What follows belongs to an exercise in optimizing a design on an open flow for small area; a production flow would make more cautious choices. In this exercise RTL edits were held to simulation tests only and were not proved equivalent to the original.

==> 10-26: inputs <==
==> flow/design.v (excerpt) <==
module Top_1553B_APB
(
  APB_CLK,
  APB_RESETn,
  APB_RDATA,
  APB_READY,
  APB_SLVERR,
  APB_STRB,
  APB_PROT,
  APB_ADDR,
  APB_ENABLE,
  APB_WRITE,
  APB_WDATA,
  APB_SEL,
  rx0_1553,
  tx0_1553,
  tx0_en,
  rx1_1553,
  tx1_1553,
  tx1_en
);
==> module fifo_rx_ring, before the edit <==
module fifo_rx_ring #(
  parameter DW = 19
) (
  input               clk,
  input               rst_n,
  input               w_req,       
  input               new_word,    
  output              unfull,
  input  [DW-1:0]     din,
  input               r_req,
  output              unempty,
  output [DW-1:0]     data_o
);
reg [DW*33-1:0] ring;      
reg [3:0]       ha;        
reg [1:0]       hb;
reg [3:0]       ta;        
reg [1:0]       tb;
reg             pend;      
reg [DW-1:0]    rd_cap;
wire [3:0] ha1 = (hb != 2'd2) ? ha : (ha == 4'd10) ? 4'd0 : ha + 4'd1;
wire [1:0] hb1 = (hb == 2'd2) ? 2'd0 : hb + 2'd1;
wire [3:0] ta1 = (tb != 2'd2) ? ta : (ta == 4'd10) ? 4'd0 : ta + 4'd1;
wire [1:0] tb1 = (tb == 2'd2) ? 2'd0 : tb + 2'd1;
assign unempty = !(ha == ta && hb == tb);
assign unfull  = !(ta == ha1 && tb == hb1);
wire do_w = w_req & unfull;
wire do_r = r_req & unempty;
wire ins = pend && (ta == 4'd10) && (w_req ? (tb == 2'd2) : (tb == 2'd1));
always @(posedge clk) begin
  ring <= {ring[DW*32-1:0], ins ? din : ring[DW*33-1 -: DW]};
end
always @(posedge clk) begin
  if (new_word)
    pend <= 1'b1;
  else if (ins)
    pend <= 1'b0;
end
always @(posedge clk) begin
  if (!rst_n) begin
    ha <= 4'd0;
    hb <= 2'd0;
    ta <= 4'd0;
    tb <= 2'd0;
  end else begin
    if (!do_r) begin
      ha <= ha1;
      hb <= hb1;
    end
    if (!do_w) begin
      ta <= ta1;
      tb <= tb1;
    end
  end
end
wire at_tap = (hb == 2'd0);
reg [DW-1:0] tap;
integer k;
always @* begin
  tap = {DW{1'b0}};
  for (k = 0; k < 11; k = k + 1)
    if (ha == k)
      tap = tap | ring[DW*3*k +: DW];
end
always @(posedge clk) begin
  if (at_tap)
    rd_cap <= tap;
end
wire head_is_din = !w_req && (ha == ta1) && (hb == tb1);
assign data_o = head_is_din ? din : (at_tap ? tap : rd_cap);
endmodule
==> module fifo_tx_ring, before the edit <==
module fifo_tx_ring #(
  parameter DW = 20
) (
  input               clk,
  input               rst_n,
  input               w_req,
  output              unfull,
  input  [DW-1:0]     din,
  input               r_req,
  output              unempty,
  input               hold_popped,
  output [2:0]        tap_hdr,       
  output              tap_hdr_hit,
  output [DW-4:0]     tap_body,      
  output              tap_body_hit
);
reg [DW*33-1:0] ring;      
reg [3:0]       ha;        
reg [1:0]       hb;
reg [3:0]       ta;        
reg [1:0]       tb;
wire [3:0] ha1 = (hb != 2'd2) ? ha : (ha == 4'd10) ? 4'd0 : ha + 4'd1;
wire [1:0] hb1 = (hb == 2'd2) ? 2'd0 : hb + 2'd1;
wire [3:0] ta1 = (tb != 2'd2) ? ta : (ta == 4'd10) ? 4'd0 : ta + 4'd1;
wire [1:0] tb1 = (tb == 2'd2) ? 2'd0 : tb + 2'd1;
assign unempty = !(ha == ta && hb == tb);
assign unfull  = !(ta == ha1 && tb == hb1);
wire do_w = w_req & unfull;
wire do_r = r_req & unempty;
wire ins_ok = (unfull || !hold_popped) && (tb == 2'd2);
genvar i;
generate
  for (i = 0; i < 33; i = i + 1) begin : g_row
    wire [DW-1:0] prev = ring[DW*((i+32)%33) +: DW];
    if (i % 3 == 0) begin : g_ins
      always @(posedge clk)
        ring[DW*i +: DW] <= (ins_ok && ta == (i/3+10)%11) ? din : prev;
    end else begin : g_pass
      always @(posedge clk)
        ring[DW*i +: DW] <= prev;
    end
  end
endgenerate
always @(posedge clk) begin
  if (!rst_n) begin
    ha <= 4'd0;
    hb <= 2'd0;
    ta <= 4'd0;
    tb <= 2'd0;
  end else begin
    if (!do_r) begin
      ha <= ha1;
      hb <= hb1;
    end
    if (!do_w) begin
      ta <= ta1;
      tb <= tb1;
    end
  end
end
reg [2:0]    tap_h;
reg [DW-4:0] tap_b;
reg          hit_b;
integer k;
always @* begin
  tap_h = 3'd0;
  for (k = 0; k < 11; k = k + 1)
    if (ha == (k+10)%11)
      tap_h = tap_h | ring[DW*3*k+DW-3 +: 3];
  tap_b = {(DW-3){1'b0}};
  hit_b = 1'b0;
  for (k = 0; k < 4; k = k + 1)
    if (ha == ((10*k+32)%33)/3 && hb == ((10*k+32)%33)%3) begin
      tap_b = tap_b | ring[DW*10*k +: DW-3];
      hit_b = 1'b1;
    end
end
assign tap_hdr      = tap_h;
assign tap_hdr_hit  = (hb == 2'd2);
assign tap_body     = tap_b;
assign tap_body_hit = hit_b;
endmodule
export LEC_CHECK = 0
export CAP_MARGIN = 20
export CORE_MARGIN = 2
export CORE_UTILIZATION = 70
export CTS_BUF_LIST = sky130_fd_sc_hd__clkbuf_8
export CTS_CLUSTER_DIAMETER = 60
export CTS_CLUSTER_SIZE = 16
export SLEW_MARGIN = 20
create_clock -name core_clock -period 10.0 [get_ports {APB_CLK}]
standard.sh (not shown) runs the stock make flow with config.mk's settings and CLKGATE_MAP_FILE= SYNTH_SCRIPT=/design/flow/synth_recipe.tcl, a recipe that flattens the netlist after the stock synthesis.
==> flow/flow/run.sh <==
#!/bin/bash
set -euo pipefail
W=$(pwd)

# synthesis script: the standard flow's, with the ABC call pointed at the area script
{
  cat <<'TCL'
proc abc {args} {
  set i [lsearch -exact $args -script]
  if {$i >= 0} { lset args [expr {$i + 1}] $::env(AREA_ABC_SCRIPT) }
  yosys abc {*}$args
}
TCL
  cat "$W/synth_recipe.tcl"
} > "$W/area_synth.tcl"
export AREA_ABC_SCRIPT="$W/flow/area.script"

CTS="-sink_clustering_enable -repair_clock_nets -sink_clustering_size 18 -sink_clustering_max_diameter 65 -buf_list sky130_fd_sc_hd__clkbuf_8 -dont_use_dummy_load"
sed -E "s#SYNTH_SCRIPT=[^ ]+#SYNTH_SCRIPT=$W/area_synth.tcl 'BUFFER_PORTS_ARGS=-buffer_cell sky130_fd_sc_hd__buf_1' 'CTS_ARGS=$CTS'#" "$W/standard.sh" > "$W/area_standard.sh"
grep -q "SYNTH_SCRIPT=$W/area_synth.tcl" "$W/area_standard.sh"

bash "$W/area_standard.sh" > "$W/flow_make.log" 2>&1
==> flow/flow/area.script <==
strash
&get -n
&st
&dch
&nf -R 100 -C 32 -F 8
&st
&dch
&nf -R 100 -C 32 -F 8
&put
topo
==> 01-09 (differences from 10-26) <==
--- a/flow/design.v
+++ b/flow/design.v
@@ -9,150 +9,119 @@
   input  [DW-1:0]     din,
   input               r_req,
   output              unempty,
   output [DW-1:0]     data_o
 );
 reg [DW*33-1:0] ring;      
-reg [3:0]       ha;        
-reg [1:0]       hb;
-reg [3:0]       ta;        
-reg [1:0]       tb;
+reg [5:0]       hr;        
+reg [5:0]       tr;        
 reg             pend;      
 reg [DW-1:0]    rd_cap;
-wire [3:0] ha1 = (hb != 2'd2) ? ha : (ha == 4'd10) ? 4'd0 : ha + 4'd1;
-wire [1:0] hb1 = (hb == 2'd2) ? 2'd0 : hb + 2'd1;
-wire [3:0] ta1 = (tb != 2'd2) ? ta : (ta == 4'd10) ? 4'd0 : ta + 4'd1;
-wire [1:0] tb1 = (tb == 2'd2) ? 2'd0 : tb + 2'd1;
-assign unempty = !(ha == ta && hb == tb);
-assign unfull  = !(ta == ha1 && tb == hb1);
+wire [5:0] hr1 = (hr == 6'd32) ? 6'd0 : hr + 6'd1;
+wire [5:0] tr1 = (tr == 6'd32) ? 6'd0 : tr + 6'd1;
+assign unempty = (hr != tr);
+assign unfull  = (tr != hr1);
 wire do_w = w_req & unfull;
 wire do_r = r_req & unempty;
-wire ins = pend && (ta == 4'd10) && (w_req ? (tb == 2'd2) : (tb == 2'd1));
+wire ins = pend && (w_req ? (tr == 6'd32) : (tr1 == 6'd32));
 always @(posedge clk) begin
   ring <= {ring[DW*32-1:0], ins ? din : ring[DW*33-1 -: DW]};
 end
 always @(posedge clk) begin
   if (new_word)
     pend <= 1'b1;
   else if (ins)
     pend <= 1'b0;
 end
 always @(posedge clk) begin
   if (!rst_n) begin
-    ha <= 4'd0;
-    hb <= 2'd0;
-    ta <= 4'd0;
-    tb <= 2'd0;
+    hr <= 6'd0;
+    tr <= 6'd0;
   end else begin
-    if (!do_r) begin
-      ha <= ha1;
-      hb <= hb1;
-    end
-    if (!do_w) begin
-      ta <= ta1;
-      tb <= tb1;
-    end
+    if (!do_r) hr <= hr1;
+    if (!do_w) tr <= tr1;
   end
 end
-wire at_tap = (hb == 2'd0);
 reg [DW-1:0] tap;
+reg          at_tap;
 integer k;
 always @* begin
-  tap = {DW{1'b0}};
+  tap    = {DW{1'b0}};
+  at_tap = 1'b0;
   for (k = 0; k < 11; k = k + 1)
-    if (ha == k)
-      tap = tap | ring[DW*3*k +: DW];
+    if (hr == 3*k) begin
+      tap    = tap | ring[DW*3*k +: DW];
+      at_tap = 1'b1;
+    end
 end
 always @(posedge clk) begin
   if (at_tap)
     rd_cap <= tap;
 end
-wire head_is_din = !w_req && (ha == ta1) && (hb == tb1);
+wire head_is_din = !w_req && (hr == tr1);
 assign data_o = head_is_din ? din : (at_tap ? tap : rd_cap);
 endmodule
 module fifo_tx_ring #(
   parameter DW = 20
 ) (
   input               clk,
   input               rst_n,
   input               w_req,
   output              unfull,
   input  [DW-1:0]     din,
   input               r_req,
   output              unempty,
-  input               hold_popped,
-  output [2:0]        tap_hdr,       
-  output              tap_hdr_hit,
-  output [DW-4:0]     tap_body,      
-  output              tap_body_hit
+  output [DW-1:0]     tap_data,    
+  output              tap_hit
 );
-reg [DW*33-1:0] ring;      
-reg [3:0]       ha;        
-reg [1:0]       hb;
-reg [3:0]       ta;        
-reg [1:0]       tb;
-wire [3:0] ha1 = (hb != 2'd2) ? ha : (ha == 4'd10) ? 4'd0 : ha + 4'd1;
-wire [1:0] hb1 = (hb == 2'd2) ? 2'd0 : hb + 2'd1;
-wire [3:0] ta1 = (tb != 2'd2) ? ta : (ta == 4'd10) ? 4'd0 : ta + 4'd1;
-wire [1:0] tb1 = (tb == 2'd2) ? 2'd0 : tb + 2'd1;
-assign unempty = !(ha == ta && hb == tb);
-assign unfull  = !(ta == ha1 && tb == hb1);
+reg [DW*34-1:0] ring;      
+reg [5:0]       hr;        
+reg [5:0]       tr;        
+wire [5:0] hr1 = (hr == 6'd33) ? 6'd0 : hr + 6'd1;
+wire [5:0] hr2 = (hr == 6'd32) ? 6'd0 : (hr == 6'd33) ? 6'd1 : hr + 6'd2;
+wire [5:0] tr1 = (tr == 6'd33) ? 6'd0 : tr + 6'd1;
+assign unempty = (hr != tr);
+assign unfull  = (tr != hr2);      
 wire do_w = w_req & unfull;
 wire do_r = r_req & unempty;
-wire ins_ok = (unfull || !hold_popped) && (tb == 2'd2);
 genvar i;
 generate
-  for (i = 0; i < 33; i = i + 1) begin : g_row
-    wire [DW-1:0] prev = ring[DW*((i+32)%33) +: DW];
+  for (i = 0; i < 34; i = i + 1) begin : g_row
+    wire [DW-1:0] prev = ring[DW*((i+33)%34) +: DW];
     if (i % 3 == 0) begin : g_ins
       always @(posedge clk)
-        ring[DW*i +: DW] <= (ins_ok && ta == (i/3+10)%11) ? din : prev;
+        ring[DW*i +: DW] <= (tr == (i+33)%34) ? din : prev;
     end else begin : g_pass
       always @(posedge clk)
         ring[DW*i +: DW] <= prev;
     end
   end
 endgenerate
 always @(posedge clk) begin
   if (!rst_n) begin
-    ha <= 4'd0;
-    hb <= 2'd0;
-    ta <= 4'd0;
-    tb <= 2'd0;
+    hr <= 6'd0;
+    tr <= 6'd0;
   end else begin
-    if (!do_r) begin
-      ha <= ha1;
-      hb <= hb1;
-    end
-    if (!do_w) begin
-      ta <= ta1;
-      tb <= tb1;
-    end
+    if (!do_r) hr <= hr1;
+    if (!do_w) tr <= tr1;
   end
 end
-reg [2:0]    tap_h;
-reg [DW-4:0] tap_b;
-reg          hit_b;
+reg [DW-1:0] tap;
+reg          hit;
 integer k;
 always @* begin
-  tap_h = 3'd0;
-  for (k = 0; k < 11; k = k + 1)
-    if (ha == (k+10)%11)
-      tap_h = tap_h | ring[DW*3*k+DW-3 +: 3];
-  tap_b = {(DW-3){1'b0}};
-  hit_b = 1'b0;
-  for (k = 0; k < 4; k = k + 1)
-    if (ha == ((10*k+32)%33)/3 && hb == ((10*k+32)%33)%3) begin
-      tap_b = tap_b | ring[DW*10*k +: DW-3];
-      hit_b = 1'b1;
+  tap = {DW{1'b0}};
+  hit = 1'b0;
+  for (k = 0; k < 12; k = k + 1)
+    if (hr == (3*k+33)%34) begin
+      tap = tap | ring[DW*3*k +: DW];
+      hit = 1'b1;
     end
 end
-assign tap_hdr      = tap_h;
-assign tap_hdr_hit  = (hb == 2'd2);
-assign tap_body     = tap_b;
-assign tap_body_hit = hit_b;
+assign tap_data = tap;
+assign tap_hit  = hit;
 endmodule
 module axis_1553_decoder (
   input             aclk,
   input             arstn,
   output reg [18:0] m_data,
   output reg        m_valid,
@@ -250,19 +219,16 @@
       m_valid <= 1'b0;
   end
 endmodule
 module axis_1553_encoder (
   input         aclk,
   input         arstn,
-  input  [2:0]  s_hdr,       
-  input         s_hdr_hit,
-  input  [16:0] s_body,      
-  input         s_body_hit,
+  input  [19:0] s_data,      
+  input         s_data_hit,
   input         s_valid,
   output        s_ready,
-  output        s_hold,      
   output [1:0]  diff,
   output        en_diff
 );
   localparam [2:0] S_CAP   = 3'd0;    
   localparam [2:0] S_INV   = 3'd1;
   localparam [2:0] S_PARG  = 3'd2;
@@ -272,29 +238,18 @@
   reg [2:0]  state;
   reg [19:0] word;
   reg [2:0]  pc;
   reg [5:0]  q;         
   reg        en;
   assign s_ready = (state == S_CAP);
-  wire hdr_win = (state == S_INV || state == S_PARG || state == S_PROC);
-  reg  body_pend;
-  wire take_body = s_body_hit && body_pend;
-  always @(posedge aclk) begin
-    if (state == S_CAP)
-      body_pend <= s_valid;
-    else if (take_body)
-      body_pend <= 1'b0;
-  end
-  assign s_hold = hdr_win || body_pend;
-  always @(posedge aclk) begin
-    if (s_hdr_hit && hdr_win)
-      word[19:17] <= s_hdr;
-    if (take_body)
-      word[16:0] <= s_body;
+  wire take = s_data_hit && (state == S_INV || state == S_PARG || state == S_PROC);
+  always @(posedge aclk) begin
+    if (take)
+      word <= s_data;
   end
-  wire wait_bit = s_hdr_hit ? s_hdr[0] : word[17];
+  wire wait_bit = s_data_hit ? s_data[17] : word[17];
   always @(posedge aclk) begin
     if (!arstn) begin
       state <= S_CAP;
     end else begin
       case (state)
         S_CAP:   if (s_valid) state <= S_INV;
@@ -352,17 +307,14 @@
   output        en_tx_1553
 );
 wire [18:0] dec_data;
 wire        dec_valid;
 wire        dec_load;
 wire        dec_ready;
-wire [2:0]  enc_hdr;
-wire        enc_hdr_hit;
-wire [16:0] enc_body;
-wire        enc_body_hit;
-wire        enc_hold;
+wire [19:0] enc_data;
+wire        enc_hit;
 wire        enc_valid;
 wire        enc_ready;
 axis_1553_decoder mil1553_decoder (
   .aclk    (clk),
   .arstn   (rst_n),
   .m_data  (dec_data),
@@ -382,35 +334,29 @@
   .unempty (r_fifo_unempty),
   .data_o  (r_fifo_data)
 );
 axis_1553_encoder mil1553_encoder (
   .aclk    (clk),
   .arstn   (rst_n),
-  .s_hdr   (enc_hdr),
-  .s_hdr_hit(enc_hdr_hit),
-  .s_body  (enc_body),
-  .s_body_hit(enc_body_hit),
+  .s_data  (enc_data),
+  .s_data_hit(enc_hit),
   .s_valid (enc_valid),
   .s_ready (enc_ready),
-  .s_hold  (enc_hold),
   .diff    (tx_1553),
   .en_diff (en_tx_1553)
 );
 fifo_tx_ring #(.DW(20)) encoder_fifo (
   .clk     (clk),
   .rst_n   (rst_n),
   .w_req   (w_fifo_wd),
   .unfull  (w_fifo_unfull),
   .din     (w_fifo_data),
   .r_req   (enc_ready),
   .unempty (enc_valid),
-  .hold_popped(enc_hold),
-  .tap_hdr (enc_hdr),
-  .tap_hdr_hit(enc_hdr_hit),
-  .tap_body(enc_body),
-  .tap_body_hit(enc_body_hit)
+  .tap_data(enc_data),
+  .tap_hit (enc_hit)
 );
 endmodule
 module APB_Slave_Interface (
   input      APB_CLK,
   input      APB_RESETn,
   input      APB_SEL,
==> flow/flow/run.sh (replaced) <==
#!/bin/bash
set -euo pipefail
W=$(pwd)

# synthesis script: the standard flow's, with the ABC call pointed at the area script
{
  cat <<'TCL'
proc abc {args} {
  set i [lsearch -exact $args -script]
  if {$i >= 0} { lset args [expr {$i + 1}] $::env(AREA_ABC_SCRIPT) }
  yosys abc {*}$args
}
TCL
  cat "$W/synth_recipe.tcl"
} > "$W/area_synth.tcl"
export AREA_ABC_SCRIPT="$W/flow/area.script"

# standard.sh with the synthesis script replaced,
# and the port buffers made with the smallest buffer cell
sed -E "s#SYNTH_SCRIPT=[^ ]+#SYNTH_SCRIPT=$W/area_synth.tcl 'BUFFER_PORTS_ARGS=-buffer_cell sky130_fd_sc_hd__buf_1'#" "$W/standard.sh" > "$W/area_standard.sh"
grep -q "SYNTH_SCRIPT=$W/area_synth.tcl" "$W/area_standard.sh"

bash "$W/area_standard.sh" > "$W/flow_make.log" 2>&1
==> flow/flow/area.script (replaced) <==
strash
&get -n
&st
&dch
&nf -R 20 -C 32 -F 8
&st
&dch
&nf -R 20 -C 32 -F 8
&put
topo
==> 04-23 (differences from 10-26) <==
--- a/flow/design.v
+++ b/flow/design.v
@@ -9,67 +9,58 @@
   input  [DW-1:0]     din,
   input               r_req,
   output              unempty,
   output [DW-1:0]     data_o
 );
 reg [DW*33-1:0] ring;      
-reg [3:0]       ha;        
-reg [1:0]       hb;
-reg [3:0]       ta;        
-reg [1:0]       tb;
+reg [5:0]       hr;        
+reg [5:0]       tr;        
 reg             pend;      
 reg [DW-1:0]    rd_cap;
-wire [3:0] ha1 = (hb != 2'd2) ? ha : (ha == 4'd10) ? 4'd0 : ha + 4'd1;
-wire [1:0] hb1 = (hb == 2'd2) ? 2'd0 : hb + 2'd1;
-wire [3:0] ta1 = (tb != 2'd2) ? ta : (ta == 4'd10) ? 4'd0 : ta + 4'd1;
-wire [1:0] tb1 = (tb == 2'd2) ? 2'd0 : tb + 2'd1;
-assign unempty = !(ha == ta && hb == tb);
-assign unfull  = !(ta == ha1 && tb == hb1);
+wire [5:0] hr1 = (hr == 6'd32) ? 6'd0 : hr + 6'd1;
+wire [5:0] tr1 = (tr == 6'd32) ? 6'd0 : tr + 6'd1;
+assign unempty = (hr != tr);
+assign unfull  = (tr != hr1);
 wire do_w = w_req & unfull;
 wire do_r = r_req & unempty;
-wire ins = pend && (ta == 4'd10) && (w_req ? (tb == 2'd2) : (tb == 2'd1));
+wire ins = pend && (w_req ? (tr == 6'd32) : (tr1 == 6'd32));
 always @(posedge clk) begin
   ring <= {ring[DW*32-1:0], ins ? din : ring[DW*33-1 -: DW]};
 end
 always @(posedge clk) begin
   if (new_word)
     pend <= 1'b1;
   else if (ins)
     pend <= 1'b0;
 end
 always @(posedge clk) begin
   if (!rst_n) begin
-    ha <= 4'd0;
-    hb <= 2'd0;
-    ta <= 4'd0;
-    tb <= 2'd0;
+    hr <= 6'd0;
+    tr <= 6'd0;
   end else begin
-    if (!do_r) begin
-      ha <= ha1;
-      hb <= hb1;
-    end
-    if (!do_w) begin
-      ta <= ta1;
-      tb <= tb1;
-    end
+    if (!do_r) hr <= hr1;
+    if (!do_w) tr <= tr1;
   end
 end
-wire at_tap = (hb == 2'd0);
 reg [DW-1:0] tap;
+reg          at_tap;
 integer k;
 always @* begin
-  tap = {DW{1'b0}};
+  tap    = {DW{1'b0}};
+  at_tap = 1'b0;
   for (k = 0; k < 11; k = k + 1)
-    if (ha == k)
-      tap = tap | ring[DW*3*k +: DW];
+    if (hr == 3*k) begin
+      tap    = tap | ring[DW*3*k +: DW];
+      at_tap = 1'b1;
+    end
 end
 always @(posedge clk) begin
   if (at_tap)
     rd_cap <= tap;
 end
-wire head_is_din = !w_req && (ha == ta1) && (hb == tb1);
+wire head_is_din = !w_req && (hr == tr1);
 assign data_o = head_is_din ? din : (at_tap ? tap : rd_cap);
 endmodule
 module fifo_tx_ring #(
   parameter DW = 20
 ) (
   input               clk,
@@ -83,74 +74,66 @@
   output [2:0]        tap_hdr,       
   output              tap_hdr_hit,
   output [DW-4:0]     tap_body,      
   output              tap_body_hit
 );
 reg [DW*33-1:0] ring;      
-reg [3:0]       ha;        
-reg [1:0]       hb;
-reg [3:0]       ta;        
-reg [1:0]       tb;
-wire [3:0] ha1 = (hb != 2'd2) ? ha : (ha == 4'd10) ? 4'd0 : ha + 4'd1;
-wire [1:0] hb1 = (hb == 2'd2) ? 2'd0 : hb + 2'd1;
-wire [3:0] ta1 = (tb != 2'd2) ? ta : (ta == 4'd10) ? 4'd0 : ta + 4'd1;
-wire [1:0] tb1 = (tb == 2'd2) ? 2'd0 : tb + 2'd1;
-assign unempty = !(ha == ta && hb == tb);
-assign unfull  = !(ta == ha1 && tb == hb1);
+reg [5:0]       hr;        
+reg [5:0]       tr;        
+wire [5:0] hr1 = (hr == 6'd32) ? 6'd0 : hr + 6'd1;
+wire [5:0] tr1 = (tr == 6'd32) ? 6'd0 : tr + 6'd1;
+assign unempty = (hr != tr);
+assign unfull  = (tr != hr1);
 wire do_w = w_req & unfull;
 wire do_r = r_req & unempty;
-wire ins_ok = (unfull || !hold_popped) && (tb == 2'd2);
+wire ins_ok = unfull || !hold_popped;
 genvar i;
 generate
   for (i = 0; i < 33; i = i + 1) begin : g_row
     wire [DW-1:0] prev = ring[DW*((i+32)%33) +: DW];
     if (i % 3 == 0) begin : g_ins
       always @(posedge clk)
-        ring[DW*i +: DW] <= (ins_ok && ta == (i/3+10)%11) ? din : prev;
+        ring[DW*i +: DW] <= (ins_ok && tr == (i+32)%33) ? din : prev;
     end else begin : g_pass
       always @(posedge clk)
         ring[DW*i +: DW] <= prev;
     end
   end
 endgenerate
 always @(posedge clk) begin
   if (!rst_n) begin
-    ha <= 4'd0;
-    hb <= 2'd0;
-    ta <= 4'd0;
-    tb <= 2'd0;
+    hr <= 6'd0;
+    tr <= 6'd0;
   end else begin
-    if (!do_r) begin
-      ha <= ha1;
-      hb <= hb1;
-    end
-    if (!do_w) begin
-      ta <= ta1;
-      tb <= tb1;
-    end
+    if (!do_r) hr <= hr1;
+    if (!do_w) tr <= tr1;
   end
 end
 reg [2:0]    tap_h;
+reg          hit_h;
 reg [DW-4:0] tap_b;
 reg          hit_b;
 integer k;
 always @* begin
   tap_h = 3'd0;
+  hit_h = 1'b0;
   for (k = 0; k < 11; k = k + 1)
-    if (ha == (k+10)%11)
+    if (hr == (3*k+32)%33) begin
       tap_h = tap_h | ring[DW*3*k+DW-3 +: 3];
+      hit_h = 1'b1;
+    end
   tap_b = {(DW-3){1'b0}};
   hit_b = 1'b0;
   for (k = 0; k < 4; k = k + 1)
-    if (ha == ((10*k+32)%33)/3 && hb == ((10*k+32)%33)%3) begin
+    if (hr == (10*k+32)%33) begin
       tap_b = tap_b | ring[DW*10*k +: DW-3];
       hit_b = 1'b1;
     end
 end
-assign tap_hdr      = tap_h;
-assign tap_hdr_hit  = (hb == 2'd2);
+assign tap_hdr     = tap_h;
+assign tap_hdr_hit = hit_h;
 assign tap_body     = tap_b;
 assign tap_body_hit = hit_b;
 endmodule
 module axis_1553_decoder (
   input             aclk,
   input             arstn,
--- a/flow/flow/run.sh
+++ b/flow/flow/run.sh
@@ -12,11 +12,11 @@
 }
 TCL
   cat "$W/synth_recipe.tcl"
 } > "$W/area_synth.tcl"
 export AREA_ABC_SCRIPT="$W/flow/area.script"
 
-CTS="-sink_clustering_enable -repair_clock_nets -sink_clustering_size 18 -sink_clustering_max_diameter 65 -buf_list sky130_fd_sc_hd__clkbuf_8 -dont_use_dummy_load"
+CTS="-sink_clustering_enable -repair_clock_nets -sink_clustering_size 16 -sink_clustering_max_diameter 60 -buf_list sky130_fd_sc_hd__clkbuf_8 -dont_use_dummy_load"
 sed -E "s#SYNTH_SCRIPT=[^ ]+#SYNTH_SCRIPT=$W/area_synth.tcl 'BUFFER_PORTS_ARGS=-buffer_cell sky130_fd_sc_hd__buf_1' 'CTS_ARGS=$CTS'#" "$W/standard.sh" > "$W/area_standard.sh"
 grep -q "SYNTH_SCRIPT=$W/area_synth.tcl" "$W/area_standard.sh"
 
 bash "$W/area_standard.sh" > "$W/flow_make.log" 2>&1
==> results_dict.tcl <==
set metrics [dict create \
    status "complete, no violations" \
    grt_use_met3_pct 3.81 \
    rrSetupSlack_ns 4.81 \
    gp_congestion 0.830 \
    fmax_mhz 167 \
    p_leak_nw 15.5 \
    crit_path_cell_trace "ha_1 -> nand3_1 -> nor3_2 -> buf_4 -> nor4_1 -> nand3_1 -> buf_4 -> nor2_1 -> a41oi_1 -> nor2_1 -> nor3_1 -> buf_1" \
    largest_reg_flops 660 \
    final_area_um2 39800 \
]
Source of the figures above: 04-23

==> results_dict.tcl <==
set metrics [dict create \
    grt_pass1_vias 21356 \
    rrSetupSlack_ns 6.02 \
    gp_congestion 0.863 \
    pg_clk_mw 2.67 \
    drtPass1Iterations 6 \
    status "complete, no violations" \
    p_leak_nw 16.4 \
    reg2reg_to "CoreOne_inst.encoder_fifo.tr[5]$_SDFFE_PN0N_" \
    wl_met2_um 38200 \
    ioPinCount 124 \
    largest_reg_flops 680 \
    setup_tns_ns 0 \
    synth_simple_gate_area_share_pct 6.78 \
    grt_use_met3_pct 4.27 \
]
Source of the figures above: 01-09

==> results_dict.tcl <==
set metrics [dict create \
    setup_tns_ns 0 \
    crit_path_cell_trace "nand2b_1 -> nor3_2 -> a222oi_1 -> nand3_1 -> o32ai_1 -> a211oi_1 -> a21o_1 -> buf_1" \
    largest_reg_flops 660 \
    fmax_mhz 169 \
    rrSetupSlack_ns 5.73 \
    gp_congestion 0.822 \
    regMostFlops "CoreOne_inst.encoder_fifo.ring" \
    clkCellAreaFrac_pct 3.13 \
    status "complete, no violations" \
]
Source of the figures above: 10-26

port drivers added, routing unchanged:
The flow's constraints put no driver on any port. The routed layouts listed below were extracted and timed again, unchanged, in two steps.
Step 1 (the two cells are an assumption about what drives the block):
set clk [get_ports {APB_CLK}]
set_driving_cell -lib_cell sky130_fd_sc_hd__clkbuf_16 $clk
set_driving_cell -lib_cell sky130_fd_sc_hd__buf_2 [delete_from_list [all_inputs] $clk]
Step 2 also shifts input and output timing later by t, the mid clock arrival at the registers, as if the neighbouring blocks saw the same clock.
a / b / c = no drivers / after step 1 / after step 2; a / b = the first two.
| run | t, ns | setup slack, ns | worst hold slack (ns) | pins driven straight from the clock port |
|---|---|---|---|---|
| 10-26 | 0.740 | 4.094 / 4.040 / 4.303 | 0.287 / 0.287 / 0.287 | 1 |
| 01-09 | 0.788 | 2.989 / 2.929 / 3.717 | 0.313 / 0.313 / 0.313 | 1 |
| 04-23 | 0.738 | 4.017 / 3.962 / 4.616 | 0.280 / 0.280 / 0.280 | 1 |
After both steps setup and hold are still met in every run listed.
